What follows belongs to an exercise in optimizing a design on an open flow for small area; a production flow would make more cautious choices. Only simulation tests tie the RTL to the original design; equivalence was not proved. The clock port is modelled as an ideal driver, which makes a skipped or thinned clock tree look cheaper than it is; a real chip needs a root buffer or a tree. No activity file was given, so power comes from the tool's default toggle rates.

==> v19: inputs <==
// UAPBCORE
module UAPBCORE(
input PCLK,
input PRESETN,
input PSEL,
input PENABLE,
input [1:0] PADDR,
input PWRITE,
input [7:0] PWDATA,
output [7:0] PRDATA,
output PREADY,
input RX,
output TX,
output TXRDY,
output RXRDY,
output [7:0] DATAOUT,
output s_tick
);
==> module UAPBCORE, before the edit <==
module UAPBCORE(
input PCLK,
input PRESETN,
input PSEL,
input PENABLE,
input [1:0] PADDR,
input PWRITE,
input [7:0] PWDATA,
output [7:0] PRDATA,
output PREADY,
input RX,
output TX,
output TXRDY,
output RXRDY,
output [7:0] DATAOUT,
output s_tick
);
wire wr = PSEL & PENABLE & PWRITE;
wire rd = PSEL & PENABLE & ~PWRITE;
reg [7:0] baud, q;
assign s_tick = (q == baud);
always @(posedge PCLK, negedge PRESETN)
  if (!PRESETN) begin
    baud <= 8'd3;
    q <= 8'd0;
  end else begin
    if (wr && PADDR == 2'd0)
      baud <= PWDATA;
    q <= s_tick ? 8'd0 : q + 8'd1;
  end
reg [7:0] thr;           
reg       tfull;
reg [7:0] tsr;           
reg [3:0] tp, ts;
reg       txr;
wire t_idle = ~tp[3] & tp[0] & ~tp[1];
wire t_load = t_idle & tfull;
wire t_en   = s_tick & ~t_idle;
always @(posedge PCLK)
  if (!tfull)
    thr <= PWDATA;
always @(posedge PCLK)
  if (t_idle)
    tsr <= thr;
always @(posedge PCLK)
  if (t_load)
    ts <= 4'd0;
  else if (t_en)
    ts <= ts + 4'd1;
always @(posedge PCLK, negedge PRESETN)
  if (!PRESETN) begin
    tfull <= 1'b0;
    tp <= 4'd1;
    txr <= 1'b1;
  end else begin
    if (wr && PADDR == 2'd2 && !tfull)
      tfull <= 1'b1;
    else if (t_load)
      tfull <= 1'b0;
    if (t_load)
      tp <= 4'd7;
    else if (t_en && ts == 4'd15)
      tp <= tp + 4'd1;
    txr <= tp[3] ? tsr[tp[2:0]] : ~tp[1];
  end
assign TX = txr;
assign TXRDY = ~tfull;
reg       rxs;
reg [3:0] rp, rs;
reg [7:0] rsr;
reg [7:0] rbuf;
reg       rfull;
wire r_idle  = ~rp[3] & rp[0] & ~rp[1];
wire r_start = r_idle & ~rxs;
wire r_en    = s_tick & ~r_idle;
wire r_last  = r_en && rs == 4'd15;
wire r_done  = r_last & ~rp[3] & ~rp[0];
always @(posedge PCLK)
  if (r_start)
    rs <= 4'd8;
  else if (r_en)
    rs <= rs + 4'd1;
always @(posedge PCLK)
  if (r_last & rp[3])
    rsr <= {rxs, rsr[7:1]};
always @(posedge PCLK, negedge PRESETN)
  if (!PRESETN) begin
    rxs <= 1'b1;
    rp <= 4'd1;
    rbuf <= 8'd0;
    rfull <= 1'b0;
  end else begin
    rxs <= RX;
    if (r_start)
      rp <= 4'd7;
    else if (r_last)
      rp <= rp + 4'd1;
    if (r_done) begin
      rbuf <= rsr;
      rfull <= 1'b1;
    end else if (rd && PADDR == 2'd3)
      rfull <= 1'b0;
  end
assign RXRDY = rfull;
assign DATAOUT = rbuf;
assign PREADY = 1'b1;
assign PRDATA = PADDR[1] ? (PADDR[0] ? rbuf : 8'd0)
                         : (PADDR[0] ? {6'd0, RXRDY, TXRDY} : baud);
endmodule
clock: 10.0 ns
lec_check: 0
cap_margin: 20
core_margin: 2
core_utilization: 70
slew_margin: 20
standard.sh (not shown) runs the stock make flow with config.mk's settings and CLKGATE_MAP_FILE= SYNTH_SCRIPT=/design/flow/synth_recipe.tcl, a recipe that flattens the netlist after the stock synthesis.
==> flow/flow/run.sh <==
#!/bin/bash
# The standard ORFS layout with buf_1 port buffers and a small clock tree of
# our own (flow/myclk.tcl, run after CTS): a grid of CLK_NX x CLK_NY clock
# buffers, each driving the flip-flops nearest to it.
set -euo pipefail
here=$(pwd)
export BUFFER_PORTS_ARGS="-buffer_cell sky130_fd_sc_hd__buf_1"
export CTS_ARGS="-sink_clustering_enable -repair_clock_nets -dont_use_dummy_load"
export POST_CTS_TCL=$here/flow/myclk.tcl
export CLK_NX=${CLK_NX:-2} CLK_NY=${CLK_NY:-2}
export CLK_BUF=${CLK_BUF:-sky130_fd_sc_hd__clkbuf_8}
export CLK_ROOT=${CLK_ROOT:-sky130_fd_sc_hd__clkbuf_4}
bash standard.sh > flow_standard.log 2>&1
Other scripts of this flow, unchanged in this note and not shown: flow/flow/myclk.tcl
==> inputs of v39, as changes to v19 <==
--- a/flow/design.v
+++ b/flow/design.v
@@ -33,5 +33,8 @@
 reg       tfull;
 reg [7:0] tsr;           
-reg [3:0] tp, ts;
+reg [3:0] ts;
+reg [2:0] tpr;         
+reg       tp2;
+wire [3:0] tp = {tpr[2], tp2, tpr[1:0]};
 reg       txr;
 wire t_idle = ~tp[3] & tp[0] & ~tp[1];
@@ -46,4 +49,9 @@
 always @(posedge PCLK)
   if (t_load)
+    tp2 <= 1'b1;
+  else if (t_en && ts == 4'd15)
+    tp2 <= tp[2] ^ (tp[1] & tp[0]);
+always @(posedge PCLK)
+  if (t_load)
     ts <= 4'd0;
   else if (t_en)
@@ -52,5 +60,5 @@
   if (!PRESETN) begin
     tfull <= 1'b0;
-    tp <= 4'd1;
+    tpr <= 3'b001;
     txr <= 1'b1;
   end else begin
@@ -60,7 +68,7 @@
       tfull <= 1'b0;
     if (t_load)
-      tp <= 4'd7;
+      tpr <= 3'b011;
     else if (t_en && ts == 4'd15)
-      tp <= tp + 4'd1;
+      tpr <= {tp[3] ^ (&tp[2:0]), tp[1] ^ tp[0], ~tp[0]};
     txr <= tp[3] ? tsr[tp[2:0]] : ~tp[1];
   end
@@ -68,5 +76,8 @@
 assign TXRDY = ~tfull;
 reg       rxs;
-reg [3:0] rp, rs;
+reg [3:0] rs;
+reg [2:0] rpr;         
+reg       rp2;
+wire [3:0] rp = {rpr[2], rp2, rpr[1:0]};
 reg [7:0] rsr;
 reg [7:0] rbuf;
@@ -83,4 +94,9 @@
     rs <= rs + 4'd1;
 always @(posedge PCLK)
+  if (r_start)
+    rp2 <= 1'b1;
+  else if (r_last)
+    rp2 <= rp[2] ^ (rp[1] & rp[0]);
+always @(posedge PCLK)
   if (r_last & rp[3])
     rsr <= {rxs, rsr[7:1]};
@@ -88,5 +104,5 @@
   if (!PRESETN) begin
     rxs <= 1'b1;
-    rp <= 4'd1;
+    rpr <= 3'b001;
     rbuf <= 8'd0;
     rfull <= 1'b0;
@@ -94,7 +110,7 @@
     rxs <= RX;
     if (r_start)
-      rp <= 4'd7;
+      rpr <= 3'b011;
     else if (r_last)
-      rp <= rp + 4'd1;
+      rpr <= {rp[3] ^ (&rp[2:0]), rp[1] ^ rp[0], ~rp[0]};
     if (r_done) begin
       rbuf <= rsr;
==> flow/flow/run.sh (replaced) <==
#!/bin/bash
# The standard ORFS layout with:
#  - the standard synthesis, then its combinational logic re-mapped for area
#    (flow/resynth.sh; flip-flops untouched);
#  - every cell first at its smallest drive (flow/downsize.tcl, after synthesis);
#  - buf_1 port buffers;
#  - a small clock tree of our own (flow/myclk.tcl, run after CTS): a grid of
#    CLK_NX x CLK_NY clock buffers, each driving the flip-flops nearest to it.
set -euo pipefail
here=$(pwd)
export BUFFER_PORTS_ARGS="-buffer_cell sky130_fd_sc_hd__buf_1"
export CTS_ARGS="-sink_clustering_enable -repair_clock_nets -dont_use_dummy_load"
export POST_CTS_TCL=$here/flow/myclk.tcl
export POST_SYNTH_TCL=$here/flow/downsize.tcl
export CLK_NX=${CLK_NX:-2} CLK_NY=${CLK_NY:-2}
export CLK_BUF=${CLK_BUF:-sky130_fd_sc_hd__clkbuf_8}
export CLK_ROOT=${CLK_ROOT:-sky130_fd_sc_hd__clkbuf_4}
results=$here/orfs/results/$FLOW_PLATFORM/UAPBCORE/base
bash standard.sh synth > flow_synth.log 2>&1
bash flow/resynth.sh $results/1_2_yosys.v
bash standard.sh > flow_standard.log 2>&1
==> flow/flow/downsize.tcl (new file) <==
# Give every cell the smallest-area variant of its own function (same cell
# name up to the drive-strength suffix); later repair steps size up again
# where timing, slew or capacitance need it.
proc downsize_all {} {
  set db [ord::get_db]
  set block [ord::get_db_block]
  array set best {}
  foreach lib [$db getLibs] {
    foreach m [$lib getMasters] {
      if {![regexp {^(sky130_fd_sc_hd__.+)_(\d+)$} [$m getName] -> base drv]} continue
      set a [expr {[$m getWidth] * [$m getHeight]}]
      if {![info exists best($base)]} {
        set best($base) [list $a $drv $m]
        continue
      }
      lassign $best($base) ba bd
      if {$a < $ba || ($a == $ba && $drv < $bd)} {
        set best($base) [list $a $drv $m]
      }
    }
  }
  set n 0
  foreach inst [$block getInsts] {
    set m [$inst getMaster]
    if {![regexp {^(sky130_fd_sc_hd__.+)_(\d+)$} [$m getName] -> base drv]} continue
    if {![info exists best($base)]} continue
    set b [lindex $best($base) 2]
    if {$b ne $m} {
      $inst swapMaster $b
      incr n
    }
  }
  puts "downsize_all: $n cells changed"
}
downsize_all
==> flow/flow/resynth.sh (new file) <==
#!/bin/bash
# Re-map the combinational logic of the standard synthesis netlist for area.
# The flip-flops are kept as they are (same instances, names and cells): the
# liberty models of every sequential cell are black boxes, the combinational
# cells are flattened into gates and mapped again by ABC with amap.
set -euo pipefail
net=$1
lib=$FLOW_HOME/platforms/sky130hd/lib/sky130_fd_sc_hd__tt_025C_1v80.lib
here=$(pwd)
dontuse=""
for c in $(grep -A40 "DONT_USE_CELLS" $FLOW_HOME/platforms/sky130hd/config.mk | grep -o "sky130_fd_sc_hd__[a-z0-9_]*"); do
  dontuse="$dontuse -dont_use $c"
done
cp "$net" "$here/resynth_in.v"
cat > "$here/resynth.abc" <<'ABC'
strash
dch -f
amap -m
ABC
cat > "$here/resynth.ys" <<YS
read_liberty -ignore_miss_func $lib
blackbox sky130_fd_sc_hd__df* sky130_fd_sc_hd__edf* sky130_fd_sc_hd__sdf* sky130_fd_sc_hd__dl* sky130_fd_sc_hd__sedf*
read_verilog $here/resynth_in.v
hierarchy -check -top $FLOW_TOP
flatten
opt_clean -purge
stat -liberty $lib
abc -liberty $lib $dontuse -script $here/resynth.abc
opt_clean -purge
hilomap -singleton -hicell sky130_fd_sc_hd__conb_1 HI -locell sky130_fd_sc_hd__conb_1 LO
splitnets
opt_clean -purge
insbuf -buf sky130_fd_sc_hd__buf_4 A X
stat -liberty $lib
select $FLOW_TOP
write_verilog -selected -noattr -nohex -nodec $net
YS
yosys=${YOSYS_EXE:-$(command -v yosys || echo $FLOW_HOME/../tools/install/yosys/bin/yosys)}
ok=1
"$yosys" -s "$here/resynth.ys" > "$here/resynth.log" 2>&1 || ok=0
# the new netlist must read back cleanly and match the standard one,
# register for register; otherwise keep the standard netlist
if [[ $ok == 1 ]]; then
  "$yosys" -p "read_liberty -lib $lib; read_verilog $net; hierarchy -check -top $FLOW_TOP; check -assert" \
    > "$here/resynth_check.log" 2>&1 || ok=0
fi
if [[ $ok == 1 ]]; then
  "$yosys" -p "read_liberty -ignore_miss_func $lib; read_verilog $here/resynth_in.v; rename $FLOW_TOP gold; read_verilog $net; rename $FLOW_TOP gate; flatten; rename -hide w:_*; async2sync; equiv_make gold gate equiv; hierarchy -top equiv; equiv_simple; equiv_induct; equiv_status -assert" \
    > "$here/resynth_equiv.log" 2>&1 || ok=0
fi
if [[ $ok == 1 ]]; then
  grep "Chip area" "$here/resynth.log"
else
  echo "resynth failed; keeping the standard netlist"
  cp "$here/resynth_in.v" "$net"
fi
==> summary.txt <==
item                                                                    v39       v19
Hold wc startpoint                                                   thr[7]    thr[6]
Pre-CTS setup slack                                                 4.98 ns   5.01 ns
Die extent in x                                                     66.3 µm   68.1 µm
Total track usage                                                     0.266     0.269
Internal reg-to-reg setup slack                                     6.43 ns   7.76 ns
Net switching power                                                  127 µW    214 µW
Sequential Power                                                     332 µW    418 µW
Crit path largest cell delay                                        0.26 ns   0.47 ns
Fraction of final layout cells with drive strength greater than 1    0.0207     0.173
DR vias                                                                1980      1777
Via-to-Cell Ratio                                                      5.86      5.96
Hold EP                                                              tsr[7]    tsr[6]
Run status                                         timing/DRC/antenna clean  timing/DRC/antenna clean
Endpoint of the worst register-to-register path                     rbuf[1]    rsr[1]
Average wire length per cell after detail routing                   15.4 µm   18.8 µm
Metal3 WL                                                            360 µm    231 µm
Levels on crit path                                                       5         4
Sequential Power Share                                                0.657     0.606
Post-DP Area                                                       2880 µm²  3050 µm²
Starting utilization of the core area                                 0.735     0.725
Sequential share of cell area                                         0.606     0.577
Switching share of power                                              0.251     0.311
Most common cell after layout, fill and taps aside                   nor2_1     buf_1
In every run of this note, the design's own scripts or RTL, not TritonCTS, make the clock network.

## afterwards: timing with drivers on the ports
The flow's constraints put no driver on any port. The routed layouts listed below were extracted and timed again, unchanged, in two steps.
Step 1 sets driving cells, clkbuf_16 on the clock port and buf_2 on the other inputs (assumed; they add their load-dependent delay and slew).
Step 2 adds t to the input delays and takes it off the output delays; t is the mean of the earliest and latest rising clock arrival at the registers after step 1. Input paths then give back, and output paths get back, about the clock's delay inside the block.
Three values: no drivers, after step 1, after step 2; two values: the first two.
run	t (ns)	setup slack, ns	worst setup path at the end
v19	0.211	4.979 / 4.955 / 4.955	input to output
v39	0.210	4.959 / 4.939 / 4.939	input to output
After both steps every run listed still meets setup and hold. For v19, which loses most, drivers alone change the setup slack by -0.024 ns; drivers and shift together by -0.024 ns.
